This design comes from an exercise in tuning for small area and a short achievable clock period on the open sky130 flow, not from production work. Where RTL was checked, it was by simulation tests only, not by an equivalence proof against the original. The RTL of run 3 was laid out without a check of its function. No activity file was given, so power comes from the tool's default toggle rates.

`design/flow/design.v`:
```
module generic_dpram(clk, we, waddr, di, rsel_lo, rsel_hi, dout);
	parameter aw = 8;
	parameter dw = 8;
	parameter gb = 2;           
	localparam la = aw/2;
	localparam ha = aw-la;
	localparam ng = 1<<gb;
	localparam gs = (1<<aw)/ng;  
	input                 clk;
	input                 we;
	input  [aw-1:0]       waddr;
	input  [dw-1:0]       di;
	input  [(1<<la)-1:0]  rsel_lo;  
	input  [(1<<ha)-1:0]  rsel_hi;  
	output [dw-1:0]       dout;
	reg	[dw-1:0]	mem [(1<<aw)-1:0];
	reg	[dw-1:0]	part [ng-1:0];
	reg	[dw-1:0]	rd [ng-1:0];
	reg	[dw-1:0]	orp;
	integer g, i;
	always @* begin
		for (g = 0; g < ng; g = g + 1) begin
			rd[g] = {dw{1'b0}};
			for (i = g*gs; i < (g+1)*gs; i = i + 1)
				rd[g] = rd[g] | (mem[i] & {dw{rsel_lo[i % (1<<la)] & rsel_hi[i / (1<<la)]}});
		end
	end
	always @(posedge clk)
		for (g = 0; g < ng; g = g + 1)
			part[g] <= rd[g];
	always @* begin
		orp = {dw{1'b0}};
		for (g = 0; g < ng; g = g + 1)
			orp = orp | part[g];
	end
	assign dout = orp;
	always @(posedge clk)
		if (we)
			mem[waddr] <= di;
endmodule
module generic_fifo_dc(clk, rst, clr, din, we, dout, re,
			full, empty, full_n, empty_n, level );
parameter dw=8;
parameter aw=8;
parameter n=9;
parameter max_size = 1<<aw;
localparam la = aw/2;
localparam ha = aw-la;
input			clk, rst, clr;
input	[dw-1:0]	din;
input			we;
output	[dw-1:0]	dout;
input			re;
output			full;
output			empty;
output			full_n;
output			empty_n;
output	[1:0]		level;
reg	[aw:0]		wp;
wire	[aw:0]		wp_pl1;
reg	[aw:0]		rp;
wire	[aw:0]		rp_pl1;
reg	[aw:0]		wp_s, rp_s;
wire	[aw:0]		diff;
reg	[aw:0]		diff_r1, diff_r2;
reg			re_r, we_r;
reg			full, empty, full_n, empty_n;
reg	[1:0]		level;
reg	[aw:0]		fp;
reg	[(1<<la)-1:0]	fp_lo;		 
reg	[(1<<ha)-1:0]	fp_hi;		 
wire			fetch;
reg			fetch_r;
reg	[1:0]		fidx_r;
wire	[dw-1:0]	rdata;
reg	[dw-1:0]	buf0, buf1, buf2, buf3;
reg	[dw-1:0]	do_reg;
assign dout = do_reg;
generic_dpram  #(aw,dw) u0(
	.clk(		clk		),
	.we(		we		),
	.waddr(		wp[aw-1:0]	),
	.di(		din		),
	.rsel_lo(	fp_lo		),
	.rsel_hi(	fp_hi		),
	.dout(		rdata		)
	);
always @(posedge clk)
	if(!rst)	wp <= {aw+1{1'b0}};
	else
	if(clr)		wp <= {aw+1{1'b0}};
	else
	if(we)		wp <= wp_pl1;
assign wp_pl1 = wp + { {aw{1'b0}}, 1'b1};
always @(posedge clk)
	if(!rst)	rp <= {aw+1{1'b0}};
	else
	if(clr)		rp <= {aw+1{1'b0}};
	else
	if(re)		rp <= rp_pl1;
assign rp_pl1 = rp + { {aw{1'b0}}, 1'b1};
assign fetch = (fp != wp) & ~((fp[1:0] == rp[1:0]) & (fp[2] != rp[2]));
always @(posedge clk)
	if(!rst | clr) begin
		fp    <= {aw+1{1'b0}};
		fp_lo <= {{(1<<la)-1{1'b0}}, 1'b1};
		fp_hi <= {{(1<<ha)-1{1'b0}}, 1'b1};
	end else if(fetch) begin
		fp    <= fp + { {aw{1'b0}}, 1'b1};
		fp_lo <= {fp_lo[(1<<la)-2:0], fp_lo[(1<<la)-1]};
		if(fp_lo[(1<<la)-1])
			fp_hi <= {fp_hi[(1<<ha)-2:0], fp_hi[(1<<ha)-1]};
	end
always @(posedge clk) begin
	fetch_r <= fetch & rst & ~clr;
	fidx_r  <= fp[1:0];
end
always @(posedge clk)
	if(fetch_r)
		case(fidx_r)
		2'd0: buf0 <= rdata;
		2'd1: buf1 <= rdata;
		2'd2: buf2 <= rdata;
		default: buf3 <= rdata;
		endcase
always @(posedge clk)
	case(rp[1:0])
	2'd0: do_reg <= buf0;
	2'd1: do_reg <= buf1;
	2'd2: do_reg <= buf2;
	default: do_reg <= buf3;
	endcase
always @(posedge clk)	wp_s <= wp;
always @(posedge clk)	rp_s <= rp;
always @(posedge clk)
	empty <= (wp_s == rp) | (re & (wp_s == rp_pl1));
always @(posedge clk)
	full <= ((wp[aw-1:0] == rp_s[aw-1:0]) & (wp[aw] != rp_s[aw])) |
	(we & (wp_pl1[aw-1:0] == rp_s[aw-1:0]) & (wp_pl1[aw] != rp_s[aw]));
assign diff = wp-rp;
always @(posedge clk)	re_r <= re;
always @(posedge clk)	diff_r1 <= diff;
always @(posedge clk)
	empty_n <= (diff_r1 < n) | ((diff_r1==n) & (re | re_r));
always @(posedge clk)	we_r <= we;
always @(posedge clk)	diff_r2 <= diff;
always @(posedge clk)
	full_n <= (diff_r2 > max_size-n) | ((diff_r2==max_size-n) & (we | we_r));
always @(posedge clk)
	level <= {2{diff[aw]}} | diff[aw-1:aw-2];
endmodule
```
`design/flow/run.sh`:
```
#!/bin/bash
# synth_recipe.tcl (not shown) runs the flow's synth.tcl, then flattens the netlist and writes it again
# the make line also repeats each setting of config.mk as NAME=value (left out here)
make -C /OpenROAD-flow-scripts/flow DESIGN_CONFIG=/design/flow/config.mk WORK_HOME=/design/flow/orfs CLKGATE_MAP_FILE= SYNTH_SCRIPT=/design/flow/synth_recipe.tcl finish
```
`design/flow/config.mk`:
```
export PLATFORM = sky130hd
export DESIGN_NAME = generic_fifo_dc
export DESIGN_NICKNAME = generic_fifo_dc
export VERILOG_FILES = /design/flow/design.v
export SDC_FILE = /design/flow/constraint.sdc
export NUM_CORES = 4
export LEC_CHECK = 0
export CAP_MARGIN = 20
export CORE_MARGIN = 2
export CORE_UTILIZATION = 60
export SETUP_SLACK_MARGIN = 2.6
export SLEW_MARGIN = 20
```
`design/flow/constraint.sdc`:
```
create_clock -name core_clock -period 5.0 [get_ports {clk}]
set_input_delay 1.0000 -clock core_clock [delete_from_list [all_inputs] [get_ports {clk}]]
set_output_delay 1.0000 -clock core_clock [all_outputs]
set_load 0.01 [all_outputs]
```
==> notes.md, run 1 <==
* Number of enable-type register cells in the synthesized netlist at 2,080
* Most frequently used cell type in the post-synthesis netlist: edfxtp_1
* Biggest area contributors in the synthesized netlist: edfxtp_1, a22oi_1, dfxtp_1
* Mux contribution to synthesized area at 0.003332
* Number of antenna violations at the first check in global routing at 16
* Mapped cell area at 81,110 um2
* Internal Pwr Total at 0.02998 W
* Simple-gate portion of the synthesized area at 0.04822
* Post-route total power at 0.03762 W
* Net count after synthesis at 4,744
* Maximum number of pins on one net before global-route repair at 119
* Transition time at the pin with the least slew margin at 1.071 ns
* Post-Place Cell Area at 84,420 um2
* Number of global-route vias before repair at 48,190
* Total count of max-transition violations in the final report at 0
* Kind of launch point of the worst setup path: flip-flop
* Total congestion overflow at 0
* Clock buffer count from CTS at 213
* Hold Buf Count CTS at 0
* Area of the multi-input gates at 16,910 um2
* Worst hold path class: reg -> reg
* Total detailed-routing wirelength at 287,300 um
* Area used by sequential logic in the layout at 65,280 um2
* Final Hold Viols at 0
* Initial DRC Count at 10,180
* Switching Share at 0.2032
* Critical path endpoint category: flip-flop
* Biggest regs: u0.mem (2048), u0.part (32)
* Final Wtd Congestion at 0.9190
* Starting density of the core at 0.6062
* Portion of the clock cycle consumed by the worst path in the final layout at 0.5661
* Die span in x at 371.7 um
* Share of the synthesized netlist area taken by xor and xnor gates at 0.007667
* Biggest register: u0.mem
* Most area-hungry cell type in the Yosys netlist: edfxtp_1
* Slack of the critical path at 2.170 ns
* IO Pins at 27
* Die Y at 371.7 um
* Path type of the worst setup path: reg -> reg
* Synth Area per Inst at 17.21 um2
* Adder-cell share of the synthesized area at 0.002869
* Count of max-cap constraint violations at 0
* Total of endpoints with negative setup slack in the final report at 0
* Finished Cell Area at 97,460 um2
* Via density per instance at 7.406
* Rows at 134
* Buffering stage count on the worst path with inverters included at 2
* Area delta synth->final at 20.16%
* Leakage at 31.23 nW
* Filler instances at 8,163
* Combinational cell fraction of total power at 0.023
* Critical path data required time at 5.60 ns
* Worst relative slew slack at 0.2858
* Number of flip-flops and latches in the synthesized netlist at 2,217
* Final-layout setup total negative slack at 0 ns
* Compound-cell area share of the yosys netlist at 0.1151
* Net count, final at 5,106
* VDD IR max at 0.3878 mV
* Routed len/inst at 40.87 um
* Clock power share at 0.436
* Predominant post-synthesis flop cell: edfxtp_1
* Remaining routing DRC violations at 0
* Pwr dens at 386.0 nW/um2
* Flip-flop count of the largest register, all copies and words added at 2,048
* Commonest cells post-synth: edfxtp_1, a22oi_1, nor2_1
* Dominant delay contributor by cell family on the critical path: compound AO/OA/AOI/OAI gates
* Source-to-sink clock delay at the later pin of the worst-skew pair at 0.85 ns
* Total number of clock tree sinks at 2,217
* Number of antenna-violating nets in the routed design at 0
* Worst-case clock skew at 0.02807 ns
* Total iterations of the first detailed-routing run at 9
* Dominant combinational cell family by area after synthesis: compound AO/OA/AOI/OAI gates
* Outcome: finished clean
* Layout Cells excl Fill at 7,031
* Highest attainable clock frequency at 353.3 MHz
* Synth Instances at 4,713
* DIE AREA at 138,100 um2
* Clock root buffer: clkbuf_16
* Minimum clock period after layout at 2.830 ns
* Level count of the clock H-tree at 4
* Global-route wire length before repair at 386,200 um
* Worst-case setup slack after placement at 0.6784 ns
* Syn. warnings at 4
* Share of cells above drive strength 1 at 0.2347
* Proportion of synthesized chip area in sequential cells at 0.8039
* Clock tree buffer depth at 3
* Synth async-reset ratio at 0
* Clock tree from TritonCTS: yes
* Overall via count from detail_route at 52,070
* Worst-path fanout max at 9
* Area of the core at 133,800 um2
* Aggregate global-route resource usage at 0.4070
* Post-synthesis cell type count at 52
* Sum of net half-perimeters after detailed placement at 152,100 um
* Count of port buffers added during placement at 26
* RSZ-0062 raised after global routing: true
* Switching power summed over all nets at 0.007645 W
* Slowest cell on the critical path: a222oi_1
* Critical path's largest stage delay at 0.71 ns
* Arrival time of the worst setup path at 3.43 ns
* Cell total after placement at 6,390
* Fraction of synthesized cell area taken by the top area cell type at 0.7701
* Clock-pin transition on the worst setup and hold timing paths at 0.06 ns
* Cell-by-cell listing of the critical path: buf_12 -> buf_4 -> a22o_1 -> a221oi_1 -> nand3_2 -> a222oi_1 -> nand3_1
* Flop pwr share at 0.540
final cells by class:
cell class              count  area share
flip-flops and latches   2217      0.6698
multi-input cells        2122      0.1735
clock buffers             275     0.06005
repair buffers            480     0.05953
well taps                1768     0.02270
clock inverters           122     0.01272
inverters                  41    0.001579
diodes                      6   0.0001541
what timing repair did:
item                                    4_1_cts  5_1_grt
endpoints found under the setup margin     2102     1247
pin swaps                                   112      110
setup buffers                               150       66
gates cloned                                 14        8
resized for setup                           544      217
layer usage:
layer	part of all wire	vias to the layer above	track usage
li1	-	20170	-
met1	0.36	26460	0.5885
met2	0.44	4682	0.5924
met3	0.14	747	0.1071
met4	0.052	14	0.1722
met5	0.00072	-	0
worst paths after layout:
check / startpoint / end / slack, ns / depth (start not counted)
hold reg to reg: rp[4] / rp_s[4] / 0.42 / 0
setup / recovery: fp_lo[14] / u0.part[0][6] / 2.17 / 7
setup reg to reg: fp_lo[14] / u0.part[0][6] / 2.17 / 7
hold / removal: rp[4] / rp_s[4] / 0.42 / 0
per-stage QoR:
step / util / hold WS, ns
floorplan: - / 0.3258
global placement: 0.6309 / 0.4037
detailed placement: 0.6309 / 0.4089
CTS: 0.7148 / 0.4178
global route: 0.7283 / 0.4439
finish: 0.7284 / 0.4194
cells in the final DEF (no fill, tap or decap), types with 12 or more instances in the layout:
master,instances
a21oi_1,31
a221oi_1,92
a221oi_2,80
a221oi_4,16
a222oi_1,116
a22o_1,229
a22oi_1,449
a22oi_2,39
and3_1,15
buf_12,84
buf_16,27
buf_2,14
buf_4,265
buf_6,48
buf_8,17
bufinv_16,24
clkbuf_1,41
clkbuf_16,227
clkbuf_8,22
clkinv_1,38
clkinv_2,46
dfxtp_1,113
dfxtp_4,17
edfxtp_1,2080
ha_1,12
inv_1,41
mux2i_1,27
nand2_1,133
nand3_1,175
nand3_2,20
nand4_1,117
nor2_1,114
nor2_2,89
nor2_4,111
o21ai_0,33
xnor2_1,28
xor2_1,43
power by group through the flow:
| stage | Clock, W | Combinational [W] | Sequential (W) |
|---|---|---|---|
| after detailed placement | 0 | 0.000749 | 0.0207 |
| final | 0.0164 | 0.000871 | 0.0203 |
| after global placement | 0 | 0.000748 | 0.0207 |
| after floorplan | 0 | 0.000201 | 0.0207 |
| after global routing | 0.0171 | 0.000884 | 0.0203 |
| after CTS | 0.0164 | 0.000824 | 0.0203 |
cell families after synthesis:
logic type / Yosys count
flip-flops: 2217
AO/OA/AOI/OAI: 1159
AND/OR/NAND/NOR: 847
buffers and inverters: 374
XOR/XNOR: 71
multiplexers: 27
adder cells (fa/ha/maj): 18
==> inputs of run 2 (changes only) <==
--- a/design/flow/config.mk
+++ b/design/flow/config.mk
@@ -9,4 +9,3 @@
 export CORE_MARGIN = 2
 export CORE_UTILIZATION = 60
-export SETUP_SLACK_MARGIN = 2.6
 export SLEW_MARGIN = 20
==> run 2 against run 1 <==
Synthesized area did not move. Critical path type unchanged. Worst hold slack improved by 0.0087 ns. Combinational power fell by 14%. Routed wire length fell by 11%. Register-to-register slack got worse by 0.60 ns. Clock skew fell by 0.0040 ns. Synthesized cell count did not move. Highest routed layer unchanged. Still clean. Cell area fell by 6.9%. Total power fell by 2.8%. Die area did not move.
==> notes.md, run 2 <==
* Level count of the clock H-tree at 4 (unchanged)
* Source-to-sink clock delay at the later pin of the worst-skew pair at 0.84 ns (about the same)
* Worst relative slew slack at 0.1575 (-0.1284)
* Proportion of synthesized chip area in sequential cells at 0.8039 (unchanged)
* Total of endpoints with negative setup slack in the final report at 0 (unchanged)
* Filler instances at 8,900 (+9.0%)
* Mapped cell area at 81,110 um2 (unchanged)
* Clock tree from TritonCTS: yes
* Worst hold margin at 0.4280 ns (+0.008679 ns)
* Clock-pin transition on the worst setup and hold timing paths at 0.06 ns (about the same)
* Number of flip-flops and latches in the synthesized netlist at 2,217 (unchanged)
* Area delta synth->final at 11.85%
* Clock tree buffer depth at 3 (unchanged)
* Total number of clock tree sinks at 2,217 (unchanged)
* Finished Cell Area at 90,710 um2 (-6.9%)
* Met1 routing resource usage after global routing at 0.5424 (-0.04602)
* Critical path data required time at 5.46 ns (-0.14 ns)
* Worst-path fanout max at 16 (+7)
* GR peak layer: met2
* Final-layout setup total negative slack at 0 ns (unchanged)
* Slack of the critical path at 1.568 ns (-0.6021 ns)
* Rows at 134 (unchanged)
* Buffering stage count on the worst path with inverters included at 2 (unchanged)
* Synth Area per Inst at 17.21 um2 (unchanged)
* RSZ-0062 raised after global routing: false
* DIE AREA at 138,100 um2 (unchanged)
* Slowest cell on the critical path: dfxtp_1
* VDD IR max at 0.3707 mV (-4.4%)
* Predominant post-synthesis flop cell: edfxtp_1
* Portion of the clock cycle consumed by the worst path in the final layout at 0.6865 (+0.1204)
* Syn. warnings at 4 (unchanged)
* Cell-by-cell listing of the critical path: nor2b_1 -> nand3_2 -> buf_4 -> buf_4 -> nor2_1
* Sum of net half-perimeters after detailed placement at 154,600 um (+1.7%)
* Post-CTS setup buffers at 0 (-100%)
* Most frequent cells in the layout: edfxtp_1, a22oi_1, nor2_1
* IO Pins at 27 (unchanged)
* Via density per instance at 7.285 (-1.6%)
* Count of port buffers added during placement at 26 (unchanged)
* Synth async-reset ratio at 0 (unchanged)
* Die Y at 371.7 um (unchanged)
* Hold path cells at 1 (+1)
* Worst-case setup slack after placement at 1.143 ns (+0.4649 ns)
* Layout Cells excl Fill at 6,766 (-3.8%)
* Final Wtd Congestion at 0.9173 (-0.18%)
* Commonest non-fill, non-tap cell in the layout: edfxtp_1
* Fraction of synthesized cell area taken by the top area cell type at 0.7701 (unchanged)
* Critical path's largest stage delay at 0.88 ns (+0.17 ns)
* Biggest regs: u0.mem (2048), u0.part (32)
* Net count after synthesis at 4,744 (unchanged)
* Total congestion overflow at 0 (unchanged)
* Die span in x at 371.7 um (unchanged)
* Biggest register: u0.mem
* Maximum number of pins on one net before global-route repair at 111 (-6.7%)
* Transition time at the pin with the least slew margin at 1.259 ns (+0.1879 ns)
* Count of cells along the worst register-to-register path at 5 (-2)
* Path type of the worst setup path: reg -> reg
* Dominant delay contributor by cell family on the critical path: simple AND/OR/NAND/NOR gates
* Grt met2 use at 0.5540 (-0.03839)
* # resized after CTS at 0 (-100%)
* Total count of max-transition violations in the final report at 0 (unchanged)
* Hold Buf Count CTS at 0 (unchanged)
* Cell total after placement at 6,365 (-0.39%)
* Pwr dens at 403.2 nW/um2 (+4.5%)
* Synth Instances at 4,713 (unchanged)
* Worst hold path class: reg -> reg
* Post-synthesis cell type count at 52 (unchanged)
* Clock buffer count from CTS at 210 (-1.4%)
* Biggest area contributors in the synthesized netlist: edfxtp_1, a22oi_1, dfxtp_1
* Net count, final at 4,840 (-5.2%)
* Total iterations of the first detailed-routing run at 10 (+1)
* Share of cells above drive strength 1 at 0.1048 (-0.1300)
* Critical path's most frequent cell: buf_4
* Starting density of the core at 0.6062 (unchanged)
* Routed len/inst at 37.96 um (-7.1%)
* Clock root buffer: clkbuf_16
* Overall via count from detail_route at 49,290 (-5.3%)
* Leakage at 28.54 nW (-8.6%)
* Critical path depth at 5 (-2)
* Area of the core at 133,800 um2 (unchanged)
* Number of antenna-violating nets in the routed design at 0 (unchanged)
* Final Hold Viols at 0 (unchanged)
* Number of global-route vias before repair at 46,410 (-3.7%)
* Remaining routing DRC violations at 0 (unchanged)
* Minimum clock period after layout at 3.432 ns (+0.6021 ns)
* Aggregate global-route resource usage at 0.3729 (-0.03415)
* Initial DRC Count at 9,155 (-10%)
* Arrival time of the worst setup path at 3.89 ns (+0.46 ns)
* Kind of launch point of the worst setup path: flip-flop
* Highest attainable clock frequency at 291.3 MHz (-18%)
* Number of antenna violations at the first check in global routing at 11 (-5)
* Global routing usage on met3 at 0.08910 (-0.01798)
* Flip-flop count of the largest register, all copies and words added at 2,048 (unchanged)
* Most area-hungry cell type in the Yosys netlist: edfxtp_1
* Total detailed-routing wirelength at 256,900 um (-11%)
* Worst-case clock skew at 0.02403 ns (-0.004043 ns)
* Outcome: finished clean
* Number of enable-type register cells in the synthesized netlist at 2,080 (unchanged)
* Post-Place Cell Area at 84,070 um2 (-0.41%)
* Commonest cells post-synth: edfxtp_1, a22oi_1, nor2_1
* Most frequently used cell type in the post-synthesis netlist: edfxtp_1
* Global-route wire length before repair at 358,800 um (-7.1%)
* Critical path endpoint category: flip-flop
* Count of max-cap constraint violations at 0 (unchanged)
-- run 2: cell counts after synthesis --
No cell type changed its count.
-- run 2: kinds of logic (layout without fill, tap and decap cells) --
| logic type | Yosys count | count (layout) | share of synthesized area |
|---|---|---|---|
| DFF | 2217 | 2217 | 0.8039 |
| AOI/OAI and AO/OA | 1159 | 1159 | 0.1151 |
| and+or+nand+nor | 847 | 847 | 0.04822 |
| buffers and inverters | 374 | 653 | 0.01891 |
| xor gates and xnor gates | 71 | 71 | 0.007667 |
| muxes | 27 | 27 | 0.003332 |
| adders and majority gates | 18 | 18 | 0.002869 |
| other | 0 | 6 | 0 |
-- run 2: area by class of cell --
type | instances | area (um2) | area share
Sequential cell | 2217 | 65260 | 0.7194
Multi-Input combinational cell | 2122 | 14440 | 0.1592
Clock buffer | 269 | 5612 | 0.06186
Tap cell | 1768 | 2212 | 0.02439
Timing Repair Buffer | 217 | 1999 | 0.02204
Clock inverter | 126 | 1017 | 0.01121
Inverter | 41 | 153.9 | 0.001697
Antenna cell | 6 | 15.01 | 0.0001655
-- run 2: final timing paths --
kind / startpoint / end / slack (ns)
worst min-delay path: diff_r1[4] / empty_n / 0.43
worst max-delay path: wp[3] / u0.mem[152][3] / 1.57
worst min register to register: diff_r1[4] / empty_n / 0.43
worst max register to register: wp[3] / u0.mem[152][3] / 1.57
-- run 2: where the power goes --
part | internal [W] | switching, W
Sequential | 0.0203 | 0.0000424
Combinational | 0.000160 | 0.000590
Clock | 0.00864 | 0.00684
Total | 0.0291 | 0.00748
-- run 2: stage by stage --
stage | utilization | power, W
after detailed placement | 0.6283 | 0.02148
after floorplan | - | 0.02093
after global routing | 0.6779 | 0.03736
after global placement | 0.6283 | 0.02148
after CTS | 0.6779 | 0.03662
final | 0.6780 | 0.03658
-- run 2: per-layer routing --
layer / up-vias / wire (um) / share of wire
met5: - / 69 / 0.00027
met4: 10 / 10140 / 0.039
met3: 523 / 32020 / 0.12
met2: 3887 / 116500 / 0.45
met1: 25280 / 98100 / 0.38
li1: 19590 / - / -
==> inputs of run 3 (changes only) <==
--- a/design/flow/design.v
+++ b/design/flow/design.v
@@ -1,6 +1,6 @@
-module generic_dpram(clk, we, waddr, di, rsel_lo, rsel_hi, dout);
+module generic_dpram(clk, we, wsel_lo, wsel_hi, di, rsel_lo, rsel_hi, dout);
 	parameter aw = 8;
 	parameter dw = 8;
-	parameter gb = 2;           
+	parameter gb = 3;           
 	localparam la = aw/2;
 	localparam ha = aw-la;
@@ -9,5 +9,6 @@
 	input                 clk;
 	input                 we;
-	input  [aw-1:0]       waddr;
+	input  [(1<<la)-1:0]  wsel_lo;  
+	input  [(1<<ha)-1:0]  wsel_hi;  
 	input  [dw-1:0]       di;
 	input  [(1<<la)-1:0]  rsel_lo;  
@@ -36,6 +37,7 @@
 	assign dout = orp;
 	always @(posedge clk)
-		if (we)
-			mem[waddr] <= di;
+		for (i = 0; i < (1<<aw); i = i + 1)
+			if (we & wsel_lo[i % (1<<la)] & wsel_hi[i / (1<<la)])
+				mem[i] <= di;
 endmodule
 module generic_fifo_dc(clk, rst, clr, din, we, dout, re,
@@ -62,12 +64,15 @@
 wire	[aw:0]		rp_pl1;
 reg	[aw:0]		wp_s, rp_s;
-wire	[aw:0]		diff;
+reg	[aw:0]		diff;		 
 reg	[aw:0]		diff_r1, diff_r2;
 reg			re_r, we_r;
 reg			full, empty, full_n, empty_n;
 reg	[1:0]		level;
+reg	[(1<<la)-1:0]	wp_lo;		 
+reg	[(1<<ha)-1:0]	wp_hi;		 
 reg	[aw:0]		fp;
 reg	[(1<<la)-1:0]	fp_lo;		 
 reg	[(1<<ha)-1:0]	fp_hi;		 
+reg			fp_av;		 
 wire			fetch;
 reg			fetch_r;
@@ -80,5 +85,6 @@
 	.clk(		clk		),
 	.we(		we		),
-	.waddr(		wp[aw-1:0]	),
+	.wsel_lo(	wp_lo		),
+	.wsel_hi(	wp_hi		),
 	.di(		din		),
 	.rsel_lo(	fp_lo		),
@@ -94,4 +100,13 @@
 assign wp_pl1 = wp + { {aw{1'b0}}, 1'b1};
 always @(posedge clk)
+	if(!rst | clr) begin
+		wp_lo <= {{(1<<la)-1{1'b0}}, 1'b1};
+		wp_hi <= {{(1<<ha)-1{1'b0}}, 1'b1};
+	end else if(we) begin
+		wp_lo <= {wp_lo[(1<<la)-2:0], wp_lo[(1<<la)-1]};
+		if(wp_lo[(1<<la)-1])
+			wp_hi <= {wp_hi[(1<<ha)-2:0], wp_hi[(1<<ha)-1]};
+	end
+always @(posedge clk)
 	if(!rst)	rp <= {aw+1{1'b0}};
 	else
@@ -100,5 +115,15 @@
 	if(re)		rp <= rp_pl1;
 assign rp_pl1 = rp + { {aw{1'b0}}, 1'b1};
-assign fetch = (fp != wp) & ~((fp[1:0] == rp[1:0]) & (fp[2] != rp[2]));
+wire	[aw:0]		diff_pl1 = diff + { {aw{1'b0}}, 1'b1};
+wire	[aw:0]		diff_mi1 = diff - { {aw{1'b0}}, 1'b1};
+always @(posedge clk)
+	if(!rst | clr)		diff <= {aw+1{1'b0}};
+	else
+	case({we, re})
+	2'b10:	diff <= diff_pl1;
+	2'b01:	diff <= diff_mi1;
+	default: ;
+	endcase
+assign fetch = fp_av & ~((fp[1:0] == rp[1:0]) & (fp[2] != rp[2]));
 always @(posedge clk)
 	if(!rst | clr) begin
@@ -112,4 +137,8 @@
 			fp_hi <= {fp_hi[(1<<ha)-2:0], fp_hi[(1<<ha)-1]};
 	end
+always @(posedge clk)
+	if(!rst | clr)	fp_av <= 1'b0;
+	else if(we)	fp_av <= 1'b1;
+	else if(fetch)	fp_av <= (wp != fp + { {aw{1'b0}}, 1'b1});
 always @(posedge clk) begin
 	fetch_r <= fetch & rst & ~clr;
@@ -138,5 +167,4 @@
 	full <= ((wp[aw-1:0] == rp_s[aw-1:0]) & (wp[aw] != rp_s[aw])) |
 	(we & (wp_pl1[aw-1:0] == rp_s[aw-1:0]) & (wp_pl1[aw] != rp_s[aw]));
-assign diff = wp-rp;
 always @(posedge clk)	re_r <= re;
 always @(posedge clk)	diff_r1 <= diff;
--- a/design/flow/config.mk
+++ b/design/flow/config.mk
@@ -8,4 +8,7 @@
 export CAP_MARGIN = 20
 export CORE_MARGIN = 2
-export CORE_UTILIZATION = 60
+export CORE_UTILIZATION = 55
+export CTS_CLUSTER_DIAMETER = 100
+export CTS_CLUSTER_SIZE = 30
+export SETUP_SLACK_MARGIN = 2.75
 export SLEW_MARGIN = 20
==> run 3 against run 2 <==
Count of clock-buffer cells in the layout is 113 lower. Setup slack better by 1.1 ns. Largest cell class unchanged. Via count is 1.8% lower. Routed wire length is 0.40% higher. Worst hold slack worse by 0.031 ns. Highest routed layer unchanged. Die area is 12% higher. Still clean.
==> notes.md, run 3 <==
* Area of the core at 150,000 um2 (+12%)
* Starting density of the core at 0.5539 (-0.05227)
* Net count after synthesis at 4,825 (+1.7%)
* Area delta synth->final at 7.779%
* Number of global-route vias before repair at 44,980 (-3.1%)
* Routed len/inst at 37.78 um (-0.48%)
* Path type of the worst setup path: reg -> reg
* Die span in x at 392.6 um (+5.6%)
* Net count, final at 4,736 (-2.1%)
* Source-to-sink clock delay at the later pin of the worst-skew pair at 0.75 ns (-0.09 ns)
* Outcome: finished clean
* Most area-hungry cell type in the Yosys netlist: edfxtp_1
* Clock buffer count from CTS at 86 (-59%)
* Count of max-cap constraint violations at 0 (unchanged)
* Worst hold margin at 0.3971 ns (-0.03090 ns)
* Clock root buffer: clkbuf_16
* VDD IR max at 0.3283 mV (-11%)
* Leakage at 28.25 nW (-1.0%)
* Rows at 142 (+6.0%)
* Fraction of synthesized cell area taken by the top area cell type at 0.7519 (-0.01815)
* Pwr dens at 343.8 nW/um2 (-15%)
* Proportion of synthesized chip area in sequential cells at 0.8028 (-0.001117)
* Biggest regs: u0.mem (2048), u0.part (64)
* Remaining routing DRC violations at 0 (unchanged)
* Number of antenna violations at the first check in global routing at 20 (+9)
* Total detailed-routing wirelength at 257,900 um (+0.40%)
* Most frequent cells in the layout: edfxtp_1, a22oi_1, a22o_1
* Mapped cell area at 83,060 um2 (+2.4%)
* Highest attainable clock frequency at 433.4 MHz (+49%)
* DIE AREA at 154,200 um2 (+12%)
* Worst hold path class: reg -> reg
* Total number of clock tree sinks at 2,291 (+3.3%)
* IO Pins at 27 (unchanged)
* Synth Instances at 4,797 (+1.8%)
* Layout Cells excl Fill at 6,826 (+0.89%)
* Critical path endpoint category: flip-flop
* RSZ-0062 raised after global routing: true
* Clock tree from TritonCTS: yes
* Commonest cells post-synth: edfxtp_1, a22oi_1, a22o_1
* Cell total after placement at 6,596 (+3.6%)
* Worst-case clock skew at 0.03100 ns (+0.006970 ns)
* Final-layout setup total negative slack at 0 ns (unchanged)
* Biggest area contributors in the synthesized netlist: edfxtp_1, dfxtp_1, a22oi_1
* Kind of launch point of the worst setup path: flip-flop
* Worst relative slew slack at 0.2278 (+0.07038)
* Number of enable-type register cells in the synthesized netlist at 2,080 (unchanged)
* Die Y at 392.6 um (+5.6%)
* Share of cells above drive strength 1 at 0.1202 (+0.01547)
* Commonest non-fill, non-tap cell in the layout: edfxtp_1
* Count of port buffers added during placement at 26 (unchanged)
* Arrival time of the worst setup path at 2.70 ns (-1.19 ns)
* Aggregate global-route resource usage at 0.3277 (-0.04515)
* Transition time at the pin with the least slew margin at 1.158 ns (-0.1009 ns)
* Most frequently used cell type in the post-synthesis netlist: edfxtp_1
* Initial DRC Count at 8,192 (-11%)
* Overall via count from detail_route at 48,410 (-1.8%)
* Minimum clock period after layout at 2.308 ns (-1.125 ns)
* Final Hold Viols at 0 (unchanged)
* Area used by sequential logic in the layout at 66,770 um2 (+2.3%)
* Syn. warnings at 5 (+1)
* Final Wtd Congestion at 0.8749 (-4.6%)
* Total congestion overflow at 0 (unchanged)
* Synth Area per Inst at 17.32 um2 (+0.62%)
* Biggest register: u0.mem
* Global-route wire length before repair at 354,000 um (-1.3%)
* Total count of max-transition violations in the final report at 0 (unchanged)
* Number of flip-flops and latches in the synthesized netlist at 2,291 (+3.3%)
* Portion of the clock cycle consumed by the worst path in the final layout at 0.4615 (-0.2250)
* Worst-path fanout max at 10 (-6)
* Via density per instance at 7.093 (-2.6%)
* Flip-flop count of the largest register, all copies and words added at 2,048 (unchanged)
* Sum of net half-perimeters after detailed placement at 143,200 um (-7.4%)
* Post-synthesis cell type count at 56 (+7.7%)
* Total of endpoints with negative setup slack in the final report at 0 (unchanged)
* Number of antenna-violating nets in the routed design at 0 (unchanged)
* Clock tree buffer depth at 3 (unchanged)
* Area of the multi-input gates at 15,420 um2 (+6.7%)
* Total iterations of the first detailed-routing run at 9 (-1)
* Critical path data required time at 5.40 ns (-0.06 ns)
* Filler instances at 11,120 (+25%)
* Synth async-reset ratio at 0 (unchanged)
* Level count of the clock H-tree at 3 (-1)
* Maximum number of pins on one net before global-route repair at 126 (+14%)
* Clock-pin transition on the worst setup and hold timing paths at 0.11 ns (+0.05 ns)
* Predominant post-synthesis flop cell: edfxtp_1
[run 3: layer usage]
| metal | global-route usage | wire length [um] | vias to the layer above |
|---|---|---|---|
| met2 | 0.5084 | 120200 | 3304 |
| met4 | 0.08708 | 7684 | 4 |
| met5 | 0 | 27 | - |
| met3 | 0.05816 | 28100 | 387 |
| met1 | 0.4836 | 101900 | 25240 |
| li1 | - | - | 19480 |
[run 3: what timing repair did]
action | CTS | global route
buffers inserted | 19 | 18
hold buffers | 0 | 0
gates cloned | 1 | 2
setup endpoints to repair | 85 | 63
pin swaps | 4 | 5
gates resized for setup | 108 | 36
[run 3: worst max-delay path: stages (launching register included)]
cell and delay, ns:
dfxtp_2 0.93, buf_4 0.44, and3_1 0.57
[run 3: kinds of logic after synthesis]
family / count (synthesis) / share of synthesized area
AOI/OAI and AO/OA: 1239 / 0.1159
DFF: 2291 / 0.8028
buffers and inverters: 372 / 0.01786
muxes: 30 / 0.003645
adders and majority gates: 15 / 0.002350
and+or+nand+nor: 783 / 0.05034
xor gates and xnor gates: 67 / 0.007065
[run 3: path summary, 6_finish.rpt]
| path | cells past startpoint | startpoint | slack, ns | endpoint |
|---|---|---|---|---|
| max | 2 | wp_lo[14] | 2.69 | u0.mem[238][5] |
| min | 0 | diff[7] | 0.40 | diff_r1[7] |
| max reg2reg | 2 | wp_lo[14] | 2.69 | u0.mem[238][5] |
| min reg2reg | 0 | diff[7] | 0.40 | diff_r1[7] |
[run 3: where the power goes]
part           switching [W]  internal (W)
combinational       0.000558      0.000136
clock                0.00568       0.00353
sequential         0.0000237        0.0209
[run 3: metrics by stage]
stage | setup slack (ns) | utilization | total power (W) | instance area, um2
after global placement | 1.323 | 0.5735 | 0.02199 | 86000
final | 2.693 | 0.5970 | 0.03078 | 89530
after floorplan | 2.246 | - | 0.02149 | 83390
after CTS | 2.624 | 0.5938 | 0.03079 | 89040
after detailed placement | 1.357 | 0.5735 | 0.02200 | 86000
after global routing | 2.626 | 0.5966 | 0.03143 | 89460
[run 3: area by class of cell]
type	count	share of cell area
Sequential cell	2291	0.7458
Multi-Input combinational cell	2134	0.1722
Tap cell	2016	0.02818
Clock buffer	156	0.02792
Timing Repair Buffer	165	0.02277
Inverter	30	0.001370
Clock inverter	6	0.0009504
Antenna cell	28	0.0007826
==> inputs of run 4 (changes only) <==
--- a/design/flow/design.v
+++ b/design/flow/design.v
@@ -36,7 +36,9 @@
 	end
 	assign dout = orp;
+	wire	[(1<<la)-1:0]	wl_n = ~({(1<<la){we}} & wsel_lo);
+	wire	[(1<<ha)-1:0]	wh_n = ~wsel_hi;
 	always @(posedge clk)
 		for (i = 0; i < (1<<aw); i = i + 1)
-			if (we & wsel_lo[i % (1<<la)] & wsel_hi[i / (1<<la)])
+			if (~(wl_n[i % (1<<la)] | wh_n[i / (1<<la)]))
 				mem[i] <= di;
 endmodule
@@ -64,5 +66,5 @@
 wire	[aw:0]		rp_pl1;
 reg	[aw:0]		wp_s, rp_s;
-reg	[aw:0]		diff;		 
+wire	[aw:0]		diff;
 reg	[aw:0]		diff_r1, diff_r2;
 reg			re_r, we_r;
@@ -70,5 +72,5 @@
 reg	[1:0]		level;
 reg	[(1<<la)-1:0]	wp_lo;		 
-reg	[(1<<ha)-1:0]	wp_hi;		 
+reg	[(1<<ha)-1:0]	wp_hi_n;	 
 reg	[aw:0]		fp;
 reg	[(1<<la)-1:0]	fp_lo;		 
@@ -86,5 +88,5 @@
 	.we(		we		),
 	.wsel_lo(	wp_lo		),
-	.wsel_hi(	wp_hi		),
+	.wsel_hi(	~wp_hi_n	),
 	.di(		din		),
 	.rsel_lo(	fp_lo		),
@@ -102,9 +104,9 @@
 	if(!rst | clr) begin
 		wp_lo <= {{(1<<la)-1{1'b0}}, 1'b1};
-		wp_hi <= {{(1<<ha)-1{1'b0}}, 1'b1};
+		wp_hi_n <= {{(1<<ha)-1{1'b1}}, 1'b0};
 	end else if(we) begin
 		wp_lo <= {wp_lo[(1<<la)-2:0], wp_lo[(1<<la)-1]};
 		if(wp_lo[(1<<la)-1])
-			wp_hi <= {wp_hi[(1<<ha)-2:0], wp_hi[(1<<ha)-1]};
+			wp_hi_n <= {wp_hi_n[(1<<ha)-2:0], wp_hi_n[(1<<ha)-1]};
 	end
 always @(posedge clk)
@@ -115,14 +117,5 @@
 	if(re)		rp <= rp_pl1;
 assign rp_pl1 = rp + { {aw{1'b0}}, 1'b1};
-wire	[aw:0]		diff_pl1 = diff + { {aw{1'b0}}, 1'b1};
-wire	[aw:0]		diff_mi1 = diff - { {aw{1'b0}}, 1'b1};
-always @(posedge clk)
-	if(!rst | clr)		diff <= {aw+1{1'b0}};
-	else
-	case({we, re})
-	2'b10:	diff <= diff_pl1;
-	2'b01:	diff <= diff_mi1;
-	default: ;
-	endcase
+assign diff = wp-rp;
 assign fetch = fp_av & ~((fp[1:0] == rp[1:0]) & (fp[2] != rp[2]));
 always @(posedge clk)
==> run 4 against run 3 <==
Sequential share of layout area decreased by 0.59 points. Sequential power about the same. Flip-flop and latch count is 9 lower. Critical path type unchanged. Worst hold slack better by 0.027 ns. Critical path depth up 3. Combinational power is 0.6% lower. Still clean.
==> notes.md, run 4 <==
* Outcome: finished clean
* Arrival time of the worst setup path at 2.90 ns (+0.20 ns)
* GR peak layer: met2
* Clock power share at 0.296 (-0.003)
* Worst hold path class: reg -> reg
* Die Y at 390.8 um (-0.46%)
* Minimum clock period after layout at 2.336 ns (+0.02854 ns)
* Worst hold endpoint: rp_s[6]
* Proportion of synthesized chip area in sequential cells at 0.8081 (+0.005292)
* Net count after synthesis at 4,847 (+0.46%)
* Overall via count from detail_route at 48,520 (+0.22%)
* Rows at 141 (-0.70%)
* Biggest area contributors in the synthesized netlist: edfxtp_1, a22oi_1, dfxtp_1
* Post-synthesis cell type count at 50 (-11%)
* Portion of the clock cycle consumed by the worst path in the final layout at 0.4672 (+0.005708)
* Number of enable-type register cells in the synthesized netlist at 2,080 (unchanged)
* Via density per instance at 7.109 (+0.24%)
* Fraction of synthesized cell area taken by the top area cell type at 0.7590 (+0.007008)
* Final-layout setup total negative slack at 0 ns (unchanged)
* Maximum number of pins on one net before global-route repair at 95 (-25%)
* Initial DRC Count at 8,551 (+4.4%)
* Number of antenna violations at the first check in global routing at 6 (-70%)
* Clock-pin transition on the worst setup and hold timing paths at 0.12 ns (about the same)
* Synth async-reset ratio at 0 (unchanged)
* Leakage at 27.34 nW (-3.2%)
* Commonest cells post-synth: edfxtp_1, a22oi_1, nor2_1
* Clock buffer count from CTS at 86 (unchanged)
* Path type of the worst setup path: reg -> reg
* Finished Cell Area at 89,990 um2 (+0.52%)
* RSZ-0062 raised after global routing: true
* Commonest non-fill, non-tap cell in the layout: edfxtp_1
* Most frequent cells in the layout: edfxtp_1, a22oi_1, a22o_1
* Predominant post-synthesis flop cell: edfxtp_1
* Mapped cell area at 82,300 um2 (-0.92%)
* Transition time at the pin with the least slew margin at 1.142 ns (-0.01645 ns)
* Combinational cell fraction of total power at 0.023 (about the same)
* Met1 routing resource usage after global routing at 0.4955 (+0.01187)
* Biggest register: u0.mem
* Global-route wire length before repair at 362,300 um (+2.3%)
* Starting density of the core at 0.5553 (+0.001409)
* Highest attainable clock frequency at 428.1 MHz (-1.2%)
* Total of endpoints with negative setup slack in the final report at 0 (unchanged)
* Layout Cells excl Fill at 6,825 (-0.015%)
* Worst-path fanout max at 7 (-3)
* Filler instances at 10,800 (-2.9%)
* Area used by sequential logic in the layout at 66,590 um2 (-0.28%)
* Count of port buffers added during placement at 26 (unchanged)
* Die span in x at 390.8 um (-0.46%)
* DIE AREA at 152,700 um2 (-0.91%)
* Global routing usage on met3 at 0.06088 (+0.002727)
* Most area-hungry cell type in the Yosys netlist: edfxtp_1
* Sum of net half-perimeters after detailed placement at 149,300 um (+4.3%)
* Total count of max-transition violations in the final report at 0 (unchanged)
* Worst-case clock skew at 0.03660 ns (+0.005598 ns)
* Remaining routing DRC violations at 0 (unchanged)
* Clock tree buffer depth at 3 (unchanged)
* Post-route total power at 0.03055 W (-0.75%)
* Clock root buffer: clkbuf_16
* Level count of the clock H-tree at 3 (unchanged)
* Post-Place Cell Area at 85,980 um2 (about the same)
* Aggregate global-route resource usage at 0.3406 (+0.01284)
* Worst relative slew slack at 0.2378 (+0.009927)
* Net count, final at 4,851 (+2.4%)
* Number of antenna-violating nets in the routed design at 0 (unchanged)
* Hold path cells at 0 (unchanged)
* Final Hold Viols at 0 (unchanged)
* Kind of launch point of the worst setup path: flip-flop
* Critical path endpoint category: flip-flop
* Number of flip-flops and latches in the synthesized netlist at 2,282 (-0.39%)
* Setup slack of the worst register-to-register path at 2.66 ns (-0.03 ns)
* Pwr dens at 339.5 nW/um2 (-1.3%)
* Internal Pwr Total at 0.02436 W (-0.66%)
* Area delta synth->final at 9.344%
* Total number of clock tree sinks at 2,282 (-0.39%)
* Flop pwr share at 0.681 (+0.003)
* Min-delay src: rp[6]
* Critical path data required time at 5.57 ns (+0.17 ns)
* Synth Area per Inst at 17.08 um2 (-1.4%)
* Clock tree from TritonCTS: yes
* Flip-flop count of the largest register, all copies and words added at 2,048 (unchanged)
* Count of max-cap constraint violations at 0 (unchanged)
* Synth Instances at 4,819 (+0.46%)
* Total congestion overflow at 0 (unchanged)
* Biggest regs: u0.mem (2048), u0.part (64)
* VDD IR max at 0.3218 mV (-2.0%)
* Most frequently used cell type in the post-synthesis netlist: edfxtp_1
* IO Pins at 27 (unchanged)
* Number of global-route vias before repair at 45,370 (+0.85%)
* Routed len/inst at 38.70 um (+2.4%)
* Area of the multi-input gates at 15,440 um2 (+0.13%)
* Grt met2 use at 0.5181 (+0.009700)
* Source of the worst register-to-register timing path: fp_lo[7]
* Source-to-sink clock delay at the later pin of the worst-skew pair at 0.75 ns (about the same)
* Final Wtd Congestion at 0.9075 (+3.7%)
* Syn. warnings at 5 (unchanged)
* Area of the core at 148,200 um2 (-1.2%)
* Switching power summed over all nets at 0.006191 W (-1.1%)
* Switching Share at 0.2026 (-0.0007010)
* Cell total after placement at 6,580 (-0.24%)
* Share of cells above drive strength 1 at 0.1194 (-0.0008884)
* Total detailed-routing wirelength at 264,100 um (+2.4%)
* End of the worst register-to-register path: u0.part[2][5]
* Count of cells along the worst register-to-register path at 5 (+3)
* Total iterations of the first detailed-routing run at 6 (-3)
## run 4: worst max path at each step
stage,slack (ns),start,depth (start not counted),to
global route,2.68,rp[1],8,level[1]
CTS,2.73,fp_lo[7],5,u0.part[2][5]
global placement,1.26,we,5,u0.mem[6][7]
finish,2.66,fp_lo[7],5,u0.part[2][5]
detailed placement,1.21,we,5,u0.mem[6][3]
floorplan,2.49,we,5,u0.mem[113][0]
## run 4: through the flow
stage | utilization | hold WS (ns) | setup slack, ns
after CTS | 0.6042 | 0.4295 | 2.732
after detailed placement | 0.5802 | 0.4106 | 1.212
final | 0.6072 | 0.4245 | 2.664
after global placement | 0.5802 | 0.4129 | 1.261
after floorplan | - | 0.3258 | 2.491
after global routing | 0.6072 | 0.4324 | 2.685
## run 4: repair_timing
item                                    in CTS  in global routing
endpoints found under the setup margin    1167                324
hold endpoints to repair                     0                  0
gates cloned                                 3                  2
resized for setup                          128                 43
hold buffers                                 0                  0
buffers inserted                            59                 21
pin swaps                                   13                 17
## run 4: worst max-delay path: stages, from the launching register on
cell and delay, ns:
dfxtp_4 0.43, a222oi_1 0.65, and3_1 0.32, nand4_1 0.14, a222oi_1 0.34, nand2_1 0.27
## run 4: kinds of logic after synthesis
kind of cell    Yosys count  share of synthesized area
simple gates            841                    0.04689
compound gates         1233                     0.1157
flops                  2282                     0.8081
fa+ha+maj                15                   0.002372
buf+inv                 363                    0.01773
xor+xnor                 75                   0.007982
mux                      10                   0.001216
## run 4: power by group through the flow
stage          Sequential, W  Clock [W]  Combinational, W
2_1_floorplan         0.0212          0          0.000142
5_1_grt               0.0208    0.00970          0.000715
4_1_cts               0.0208    0.00909          0.000678
6_report              0.0208    0.00905          0.000690
3_3_place_gp          0.0212          0          0.000672
3_5_place_dp          0.0212          0          0.000672
## run 4: layout make-up
cell class | count | area share
timing repair buffer | 258 | 0.03277
clock buffer | 156 | 0.02754
tap | 1930 | 0.02684
clock inverter | 2 | 0.0004171
multi-input combinational | 2174 | 0.1715
inverter | 21 | 0.0008760
sequential | 2282 | 0.7400
antenna | 2 | 0.00005562
## run 4: metal layers
layer	vias up	wire [um]
li1	19520	-
met1	25040	102100
met2	3468	121300
met3	497	28800
met4	6	11890
met5	-	35
==> inputs of run 5 (changes only) <==
--- a/design/flow/design.v
+++ b/design/flow/design.v
@@ -2,9 +2,6 @@
 	parameter aw = 8;
 	parameter dw = 8;
-	parameter gb = 3;           
 	localparam la = aw/2;
 	localparam ha = aw-la;
-	localparam ng = 1<<gb;
-	localparam gs = (1<<aw)/ng;  
 	input                 clk;
 	input                 we;
@@ -16,22 +13,25 @@
 	output [dw-1:0]       dout;
 	reg	[dw-1:0]	mem [(1<<aw)-1:0];
-	reg	[dw-1:0]	part [ng-1:0];
-	reg	[dw-1:0]	rd [ng-1:0];
+	reg	[dw-1:0]	part [(1<<ha)-1:0];
+	reg	[dw-1:0]	rd [(1<<ha)-1:0];
+	reg	[(1<<ha)-1:0]	rsel_hi_r;
 	reg	[dw-1:0]	orp;
-	integer g, i;
+	integer r, i;
 	always @* begin
-		for (g = 0; g < ng; g = g + 1) begin
-			rd[g] = {dw{1'b0}};
-			for (i = g*gs; i < (g+1)*gs; i = i + 1)
-				rd[g] = rd[g] | (mem[i] & {dw{rsel_lo[i % (1<<la)] & rsel_hi[i / (1<<la)]}});
+		for (r = 0; r < (1<<ha); r = r + 1) begin
+			rd[r] = {dw{1'b0}};
+			for (i = 0; i < (1<<la); i = i + 1)
+				rd[r] = rd[r] | (mem[r*(1<<la)+i] & {dw{rsel_lo[i]}});
 		end
 	end
-	always @(posedge clk)
-		for (g = 0; g < ng; g = g + 1)
-			part[g] <= rd[g];
+	always @(posedge clk) begin
+		for (r = 0; r < (1<<ha); r = r + 1)
+			part[r] <= rd[r];
+		rsel_hi_r <= rsel_hi;
+	end
 	always @* begin
 		orp = {dw{1'b0}};
-		for (g = 0; g < ng; g = g + 1)
-			orp = orp | part[g];
+		for (r = 0; r < (1<<ha); r = r + 1)
+			orp = orp | (part[r] & {dw{rsel_hi_r[r]}});
 	end
 	assign dout = orp;
@@ -66,5 +66,5 @@
 wire	[aw:0]		rp_pl1;
 reg	[aw:0]		wp_s, rp_s;
-wire	[aw:0]		diff;
+reg	[aw:0]		diff;		 
 reg	[aw:0]		diff_r1, diff_r2;
 reg			re_r, we_r;
@@ -117,5 +117,10 @@
 	if(re)		rp <= rp_pl1;
 assign rp_pl1 = rp + { {aw{1'b0}}, 1'b1};
-assign diff = wp-rp;
+wire	[aw:0]		diff_pl1 = diff + { {aw{1'b0}}, 1'b1};
+wire	[aw:0]		diff_mi1 = ~(~diff + { {aw{1'b0}}, 1'b1});
+always @(posedge clk)
+	if(!rst | clr)		diff <= {aw+1{1'b0}};
+	else if(we & !re)	diff <= diff_pl1;
+	else if(re & !we)	diff <= diff_mi1;
 assign fetch = fp_av & ~((fp[1:0] == rp[1:0]) & (fp[2] != rp[2]));
 always @(posedge clk)
--- a/design/flow/config.mk
+++ b/design/flow/config.mk
@@ -10,5 +10,5 @@
 export CORE_UTILIZATION = 55
 export CTS_CLUSTER_DIAMETER = 100
-export CTS_CLUSTER_SIZE = 30
-export SETUP_SLACK_MARGIN = 2.75
+export CTS_CLUSTER_SIZE = 26
+export SETUP_SLACK_MARGIN = 2.8
 export SLEW_MARGIN = 20
==> run 5 against run 4 <==
Still clean on timing, DRC and antenna. Via count shrank 2.9%. Sequential power rose by 4%. First-iteration DRC count fell by 15%. Routed wire length fell by 5.0%. Global-route usage shrank 2.3 points. Fmax is 4.4% higher. Critical path depth shrank 1. Register-to-register slack better by 0.099 ns. Synthesized area increased by 1.9%. Cell area is 1.0% higher. Clock power grew 9.6%.
==> notes.md, run 5 <==
* Total number of clock tree sinks at 2,371 (+3.9%)
* Die Y at 394.5 um (+0.93%)
* RSZ-0062 raised after global routing: true
* Global-route wire length before repair at 348,800 um (-3.7%)
* Final Hold Viols at 0 (unchanged)
* Kind of launch point of the worst setup path: flip-flop
* Number of global-route vias before repair at 44,280 (-2.4%)
* Total congestion overflow at 0 (unchanged)
* Post-synthesis cell type count at 64 (+28%)
* Initial DRC Count at 7,269 (-15%)
* Net count after synthesis at 4,706 (-2.9%)
* Clock root buffer: clkbuf_16
* Biggest area contributors in the synthesized netlist: edfxtp_1, dfxtp_1, a221oi_1
* Area of the core at 151,700 um2 (+2.4%)
* Number of flip-flops and latches in the synthesized netlist at 2,371 (+3.9%)
* Clock buffer count from CTS at 101 (+17%)
* Share of cells above drive strength 1 at 0.1062 (-0.01314)
* Most area-hungry cell type in the Yosys netlist: edfxtp_1
* Count of cells along the worst register-to-register path at 4 (-1)
* Highest attainable clock frequency at 446.9 MHz (+4.4%)
* Number of antenna-violating nets in the routed design at 0 (unchanged)
* Biggest register: u0.mem
* Fraction of synthesized cell area taken by the top area cell type at 0.7449 (-0.01405)
* Critical path endpoint category: flip-flop
* Number of antenna violations at the first check in global routing at 10 (+4)
* Remaining routing DRC violations at 0 (unchanged)
* Total of endpoints with negative setup slack in the final report at 0 (unchanged)
* Worst-path fanout max at 76 (+69)
* Clock tree buffer depth at 3 (unchanged)
* Setup slack of the worst register-to-register path at 2.76 ns (+0.10 ns)
* Final-layout setup total negative slack at 0 ns (unchanged)
* Leakage at 27.32 nW (about the same)
* Worst-case clock skew at 0.02732 ns (-0.009276 ns)
* Count of port buffers added during placement at 26 (unchanged)
* Worst hold path class: reg -> reg
* IO Pins at 27 (unchanged)
* Commonest non-fill, non-tap cell in the layout: edfxtp_1
* Portion of the clock cycle consumed by the worst path in the final layout at 0.4475 (-0.01972)
* Total detailed-routing wirelength at 250,900 um (-5.0%)
* Source of the worst register-to-register timing path: fp_lo[3]
* Critical Path End: u0.part[0][6]
* Syn. warnings at 5 (unchanged)
* Starting density of the core at 0.5526 (-0.002699)
* Worst relative slew slack at 0.2662 (+0.02843)
* Synth Area per Inst at 17.90 um2 (+4.8%)
* Overall via count from detail_route at 47,130 (-2.9%)
* Number of enable-type register cells in the synthesized netlist at 2,080 (unchanged)
* Critical path data required time at 5.59 ns (+0.02 ns)
* Net count, final at 4,631 (-4.5%)
* Startpoint of the most critical setup path: fp_lo[3]
* Die span in x at 394.5 um (+0.93%)
* Transition time at the pin with the least slew margin at 1.099 ns (-0.04259 ns)
* Biggest regs: u0.mem (2048), u0.part (128)
* Pwr dens at 354.6 nW/um2 (+4.4%)
* Total count of max-transition violations in the final report at 0 (unchanged)
* Hold Buf Count CTS at 0 (unchanged)
* Area delta synth->final at 8.389%
* Most frequent cells in the layout: edfxtp_1, a22o_1, a221oi_1
* Count of max-cap constraint violations at 0 (unchanged)
* Synth Instances at 4,684 (-2.8%)
* Clock tree from TritonCTS: yes
* Level count of the clock H-tree at 3 (unchanged)
* Arrival time of the worst setup path at 2.82 ns (-0.08 ns)
* Maximum number of pins on one net before global-route repair at 108 (+14%)
* End of the worst register-to-register path: u0.part[0][6]
* Final Wtd Congestion at 0.8943 (-1.5%)
* Flip-flop count of the largest register, all copies and words added at 2,048 (unchanged)
* Via density per instance at 7.003 (-1.5%)
* Sum of net half-perimeters after detailed placement at 147,100 um (-1.5%)
* Commonest cells post-synth: edfxtp_1, a221oi_1, a22o_1
* VDD IR max at 0.3442 mV (+6.9%)
* Synth async-reset ratio at 0 (unchanged)
* Predominant post-synthesis flop cell: edfxtp_1
* Most frequently used cell type in the post-synthesis netlist: edfxtp_1
* Aggregate global-route resource usage at 0.3171 (-0.02342)
* Proportion of synthesized chip area in sequential cells at 0.8144 (+0.006285)
* Clock-pin transition on the worst setup and hold timing paths at 0.11 ns (about the same)
* Post-route total power at 0.03222 W (+5.5%)
* Path type of the worst setup path: reg -> reg
* Mapped cell area at 83,850 um2 (+1.9%)
* DIE AREA at 155,600 um2 (+1.9%)
* Minimum clock period after layout at 2.237 ns (-0.09862 ns)
* Source-to-sink clock delay at the later pin of the worst-skew pair at 0.77 ns (+0.02 ns)
* Routed len/inst at 37.28 um (-3.7%)
* Outcome: finished clean
* Total iterations of the first detailed-routing run at 8 (+2)
* Rows at 143 (+1.4%)
run 5: cell count changes after synthesis, moves of 13 or more:
cell      before  now
a22oi_1      544    1
a221oi_1     198  544
a22o_1       244  544
nand3_1      160   12
dfxtp_1      202  291
clkbuf_1     201  286
o21ai_0      112   27
buf_1         84   22
nand2_1      170  114
a222oi_1      50    8
buf_2         52   20
nand4_1      115  145
nor4_1        17    4
run 5: timing repair:
item,4_1_cts,5_1_grt
pin swaps,6,6
buffers inserted,9,6
gates resized for setup,92,43
endpoints found under the setup margin,873,103
run 5: worst min path at each step:
stage	from	endpoint	slack (ns)	cells past startpoint
final	fp_hi[4]	u0.rsel_hi_r[4]	0.36	0
after global routing	fp_hi[15]	u0.rsel_hi_r[15]	0.38	0
after CTS	fp_hi[4]	u0.rsel_hi_r[4]	0.37	0
after detailed placement	fp_hi[12]	u0.rsel_hi_r[12]	0.36	0
after global placement	fp_hi[15]	u0.rsel_hi_r[15]	0.36	0
after floorplan	rp[5]	rp_s[5]	0.33	0
run 5: cell families after synthesis:
kind of cell,count (synthesis),share of synthesized area
xor gates and xnor gates,66,0.006894
buffers and inverters,353,0.01661
DFF,2371,0.8144
adders and majority gates,9,0.001343
muxes,14,0.001701
AOI/OAI and AO/OA,1206,0.1222
and+or+nand+nor,665,0.03689
run 5: metrics by stage:
| stage | util | hold slack, ns | instance area, um2 | std cells | setup WS [ns] |
|---|---|---|---|---|---|
| after CTS | 0.5976 | 0.3677 | 90680 | 6722 | 2.619 |
| after global placement | 0.5764 | 0.3564 | 87460 | 6521 | 1.572 |
| after global routing | 0.5990 | 0.3790 | 90880 | 6728 | 2.738 |
| final | 0.5990 | 0.3637 | 90880 | 6730 | 2.763 |
| after floorplan | - | 0.3258 | 84800 | 4684 | 2.551 |
| after detailed placement | 0.5764 | 0.3562 | 87460 | 6521 | 1.566 |
run 5: area by class of cell:
type                    instances  area [um2]
fillers                     11090       60840
diodes                          2       5.005
clock inverters                 6       67.56
repair buffers                157        1772
clock buffers                 186        2910
multi-input cells            1960       15160
well taps                    2030        2540
flip-flops and latches       2371       68360
inverters                      18       70.07
run 5: worst max-delay path: stages (launching register included):
cell      delay, ns
dfxtp_4        0.51
buf_12         0.26
a22o_1         0.39
a221oi_1       0.39
nand4_1        0.26
run 5: routing by layer:
metal,GRT usage,routed length [um],vias to the layer above
li1,-,-,19150
met1,0.4688,99700,24490
met2,0.4828,115000,3081
met3,0.06131,26890,406
met4,0.09583,9294,6
met5,0,45,-
run 5: power by group:
group	switching [W]	internal (W)
Sequential	0.0000623	0.0215
Clock	0.00592	0.00400
Combinational	0.000571	0.000157
Total	0.00655	0.0257
==> inputs of run 6 (changes only) <==
--- a/design/flow/design.v
+++ b/design/flow/design.v
@@ -1,3 +1,3 @@
-module generic_dpram(clk, we, wsel_lo, wsel_hi, di, rsel_lo, rsel_hi, dout);
+module generic_dpram(clk, wsel_lo, wsel_hi, di, rsel_lo, rsel_hi, dout);
 	parameter aw = 8;
 	parameter dw = 8;
@@ -5,5 +5,4 @@
 	localparam ha = aw-la;
 	input                 clk;
-	input                 we;
 	input  [(1<<la)-1:0]  wsel_lo;  
 	input  [(1<<ha)-1:0]  wsel_hi;  
@@ -36,5 +35,5 @@
 	end
 	assign dout = orp;
-	wire	[(1<<la)-1:0]	wl_n = ~({(1<<la){we}} & wsel_lo);
+	wire	[(1<<la)-1:0]	wl_n = ~wsel_lo;
 	wire	[(1<<ha)-1:0]	wh_n = ~wsel_hi;
 	always @(posedge clk)
@@ -51,4 +50,20 @@
 localparam la = aw/2;
 localparam ha = aw-la;
+function [aw:0] inc;
+	input [aw:0] a;
+	integer k;
+	begin
+		for (k = 0; k <= aw; k = k + 1)
+			inc[k] = a[k] ^ ((a & ((1 << k) - 1)) == ((1 << k) - 1));
+	end
+endfunction
+function [aw:0] dec;
+	input [aw:0] a;
+	integer k;
+	begin
+		for (k = 0; k <= aw; k = k + 1)
+			dec[k] = a[k] ^ ((a & ((1 << k) - 1)) == 0);
+	end
+endfunction
 input			clk, rst, clr;
 input	[dw-1:0]	din;
@@ -66,10 +81,9 @@
 wire	[aw:0]		rp_pl1;
 reg	[aw:0]		wp_s, rp_s;
-reg	[aw:0]		diff;		 
 reg	[aw:0]		diff_r1, diff_r2;
 reg			re_r, we_r;
 reg			full, empty, full_n, empty_n;
 reg	[1:0]		level;
-reg	[(1<<la)-1:0]	wp_lo;		 
+reg	[(1<<la)-1:0]	wp_lo_n;	 
 reg	[(1<<ha)-1:0]	wp_hi_n;	 
 reg	[aw:0]		fp;
@@ -86,6 +100,5 @@
 generic_dpram  #(aw,dw) u0(
 	.clk(		clk		),
-	.we(		we		),
-	.wsel_lo(	wp_lo		),
+	.wsel_lo(	~wp_lo_n	),
 	.wsel_hi(	~wp_hi_n	),
 	.di(		din		),
@@ -100,12 +113,12 @@
 	else
 	if(we)		wp <= wp_pl1;
-assign wp_pl1 = wp + { {aw{1'b0}}, 1'b1};
+assign wp_pl1 = inc(wp);
 always @(posedge clk)
 	if(!rst | clr) begin
-		wp_lo <= {{(1<<la)-1{1'b0}}, 1'b1};
+		wp_lo_n <= {{(1<<la)-1{1'b1}}, 1'b0};
 		wp_hi_n <= {{(1<<ha)-1{1'b1}}, 1'b0};
 	end else if(we) begin
-		wp_lo <= {wp_lo[(1<<la)-2:0], wp_lo[(1<<la)-1]};
-		if(wp_lo[(1<<la)-1])
+		wp_lo_n <= {wp_lo_n[(1<<la)-2:0], wp_lo_n[(1<<la)-1]};
+		if(!wp_lo_n[(1<<la)-1])
 			wp_hi_n <= {wp_hi_n[(1<<ha)-2:0], wp_hi_n[(1<<ha)-1]};
 	end
@@ -116,11 +129,12 @@
 	else
 	if(re)		rp <= rp_pl1;
-assign rp_pl1 = rp + { {aw{1'b0}}, 1'b1};
-wire	[aw:0]		diff_pl1 = diff + { {aw{1'b0}}, 1'b1};
-wire	[aw:0]		diff_mi1 = ~(~diff + { {aw{1'b0}}, 1'b1});
+assign rp_pl1 = inc(rp);
+reg			zero_r;
+wire	[aw:0]		diff_nxt;
 always @(posedge clk)
-	if(!rst | clr)		diff <= {aw+1{1'b0}};
-	else if(we & !re)	diff <= diff_pl1;
-	else if(re & !we)	diff <= diff_mi1;
+	zero_r <= !rst | clr;
+assign diff_nxt = zero_r ? {aw+1{1'b0}} :
+		  (we_r & !re_r) ? inc(diff_r1) :
+		  (re_r & !we_r) ? dec(diff_r1) : diff_r1;
 assign fetch = fp_av & ~((fp[1:0] == rp[1:0]) & (fp[2] != rp[2]));
 always @(posedge clk)
@@ -130,5 +144,5 @@
 		fp_hi <= {{(1<<ha)-1{1'b0}}, 1'b1};
 	end else if(fetch) begin
-		fp    <= fp + { {aw{1'b0}}, 1'b1};
+		fp    <= inc(fp);
 		fp_lo <= {fp_lo[(1<<la)-2:0], fp_lo[(1<<la)-1]};
 		if(fp_lo[(1<<la)-1])
@@ -138,5 +152,5 @@
 	if(!rst | clr)	fp_av <= 1'b0;
 	else if(we)	fp_av <= 1'b1;
-	else if(fetch)	fp_av <= (wp != fp + { {aw{1'b0}}, 1'b1});
+	else if(fetch)	fp_av <= (wp != inc(fp));
 always @(posedge clk) begin
 	fetch_r <= fetch & rst & ~clr;
@@ -166,12 +180,12 @@
 	(we & (wp_pl1[aw-1:0] == rp_s[aw-1:0]) & (wp_pl1[aw] != rp_s[aw]));
 always @(posedge clk)	re_r <= re;
-always @(posedge clk)	diff_r1 <= diff;
+always @(posedge clk)	diff_r1 <= diff_nxt;
 always @(posedge clk)
 	empty_n <= (diff_r1 < n) | ((diff_r1==n) & (re | re_r));
 always @(posedge clk)	we_r <= we;
-always @(posedge clk)	diff_r2 <= diff;
+always @(posedge clk)	diff_r2 <= diff_nxt;
 always @(posedge clk)
 	full_n <= (diff_r2 > max_size-n) | ((diff_r2==max_size-n) & (we | we_r));
 always @(posedge clk)
-	level <= {2{diff[aw]}} | diff[aw-1:aw-2];
+	level <= {2{diff_nxt[aw]}} | diff_nxt[aw-1:aw-2];
 endmodule
--- a/design/flow/config.mk
+++ b/design/flow/config.mk
@@ -8,5 +8,5 @@
 export CAP_MARGIN = 20
 export CORE_MARGIN = 2
-export CORE_UTILIZATION = 55
+export CORE_UTILIZATION = 60
 export CTS_CLUSTER_DIAMETER = 100
 export CTS_CLUSTER_SIZE = 26
==> run 6 against run 5 <==
Sequential share of layout area increased by 1.2 points. Die area decreased by 8.5%. Utilization increased by 4.9 points. Routed wire length decreased by 2.7%. Synthesized cell count decreased by 0.68%. Clock power decreased by 0.6%. Critical endpoint is now u0.part[1][5].
==> notes.md, run 6 <==
* Outcome: finished clean
* Arrival time of the worst setup path at 2.74 ns (-0.08 ns)
* Most frequent cells in the layout: edfxtp_1, a22o_1, a221oi_1
* Path type of the worst setup path: reg -> reg
* Level count of the clock H-tree at 3 (unchanged)
* Synth Instances at 4,652 (-0.68%)
* Total of endpoints with negative setup slack in the final report at 0 (unchanged)
* Clock tree buffer depth at 3 (unchanged)
* Worst-case setup slack after placement at 1.913 ns (+0.3476 ns)
* Worst relative slew slack at 0.1544 (-0.1118)
* Number of antenna violations at the first check in global routing at 6 (-4)
* End of the worst register-to-register path: u0.part[1][5]
* Final Wtd Congestion at 0.8521 (-4.7%)
* Final Hold Viols at 0 (unchanged)
* Critical path data required time at 5.45 ns (-0.14 ns)
* Initial DRC Count at 7,073 (-2.7%)
* Maximum number of pins on one net before global-route repair at 166 (+54%)
* Number of global-route vias before repair at 43,160 (-2.5%)
* Most frequently used cell type in the post-synthesis netlist: edfxtp_1
* Most area-hungry cell type in the Yosys netlist: edfxtp_1
* Synth Area per Inst at 17.97 um2 (+0.41%)
* VDD IR max at 0.2858 mV (-17%)
* Worst-path fanout max at 56 (-26%)
* Clock tree from TritonCTS: yes
* Clock buffer count from CTS at 100 (-0.99%)
* Syn. warnings at 5 (unchanged)
* Die span in x at 377.3 um (-4.3%)
* Hold path cells at 0 (unchanged)
* Number of enable-type register cells in the synthesized netlist at 2,080 (unchanged)
* Synth async-reset ratio at 0 (unchanged)
* Global-route wire length before repair at 339,300 um (-2.7%)
* Proportion of synthesized chip area in sequential cells at 0.8147 (about the same)
* Die Y at 377.3 um (-4.3%)
* Total number of clock tree sinks at 2,363 (-0.34%)
run 6: cell types whose count changed after synthesis, sizes merged, moves of 5 or more:
| cell | change |
|---|---|
| a21oi | -18 |
| dfxtp | -8 |
| ha | +12 |
| mux2i | +18 |
| nand2 | +19 |
| nand2b | -12 |
| nand3 | +14 |
| nor2 | -28 |
| o21ai | -20 |
| or3 | -6 |
| xnor2 | +5 |
run 6: power by group:
part	internal, W	switching [W]	leakage (nW)
Combinational	0.000130	0.000450	4.93
Clock	0.00400	0.00586	1.41
Sequential	0.0215	0.0000738	21.0
run 6: critical path, delay by kind of cell (launching register included):
kind,cells,cell delay (ns)
buffers and inverters,1,0.29
flip-flops,1,0.51
AO/OA/AOI/OAI,2,0.59
AND/OR/NAND/NOR,1,0.49
run 6: timing repair:
action                                  in CTS  in global routing
endpoints found under the setup margin     134                 38
resized for setup                           72                  7
buffers inserted                            25                  1
cloned                                       4                  0
pin swaps                                    2                  1
run 6: layout make-up:
class	instances	area, um2
clock buffer	187	2924
clock inverter	3	45.04
antenna	2	5.005
fill	9576	48570
inverter	23	88.84
timing repair buffer	131	1583
multi-input combinational	1925	14160
tap	1794	2245
sequential	2363	68210
run 6: routing by layer:
metal | GRT usage | routed length, um
met1 | 0.5044 | 97340
met2 | 0.5301 | 112900
met3 | 0.05850 | 24790
met4 | 0.1073 | 8964
met5 | 0 | 27
run 6: worst max-delay path by stage:
stage	startpoint	to	slack, ns	cells past startpoint
3_5_place_dp	clr	wp_lo_n[0]	1.91	6
2_1_floorplan	we	wp_lo_n[6]	3.08	4
6_report	fp_lo[5]	u0.part[1][5]	2.70	4
3_3_place_gp	clr	wp_lo_n[0]	1.91	6
5_1_grt	empty	empty	2.73	1
4_1_cts	empty	empty	2.59	1
run 6: kinds of logic (layout without fill, tap and decap cells):
logic type	Yosys count	count (layout)	share of synthesized area
DFF	2363	2363	0.8147
AOI/OAI and AO/OA	1167	1167	0.1200
and+or+nand+nor	639	639	0.03473
buffers and inverters	364	344	0.01667
xor gates and xnor gates	67	67	0.007018
muxes	30	30	0.003591
adders and majority gates	22	22	0.003262
other	0	2	0
run 6: metrics by stage:
step / total power [W] / cell area (um2) / std cells / util
after floorplan: 0.02210 / 83620 / 4652 / -
after global placement: 0.02253 / 85700 / 6203 / 0.6218
after detailed placement: 0.02254 / 85730 / 6205 / 0.6220
after CTS: 0.03202 / 89230 / 6424 / 0.6474
after global routing: 0.03268 / 89260 / 6426 / 0.6476
final: 0.03197 / 89260 / 6428 / 0.6476

Setup slack of run 6, layout unchanged: 2.703 ns with ideal ports, 2.703 ns with driving cells assumed (clock clkbuf_16, inputs buf_2), 2.247 ns with port delays also shifted by the 0.829 ns mid clock arrival.
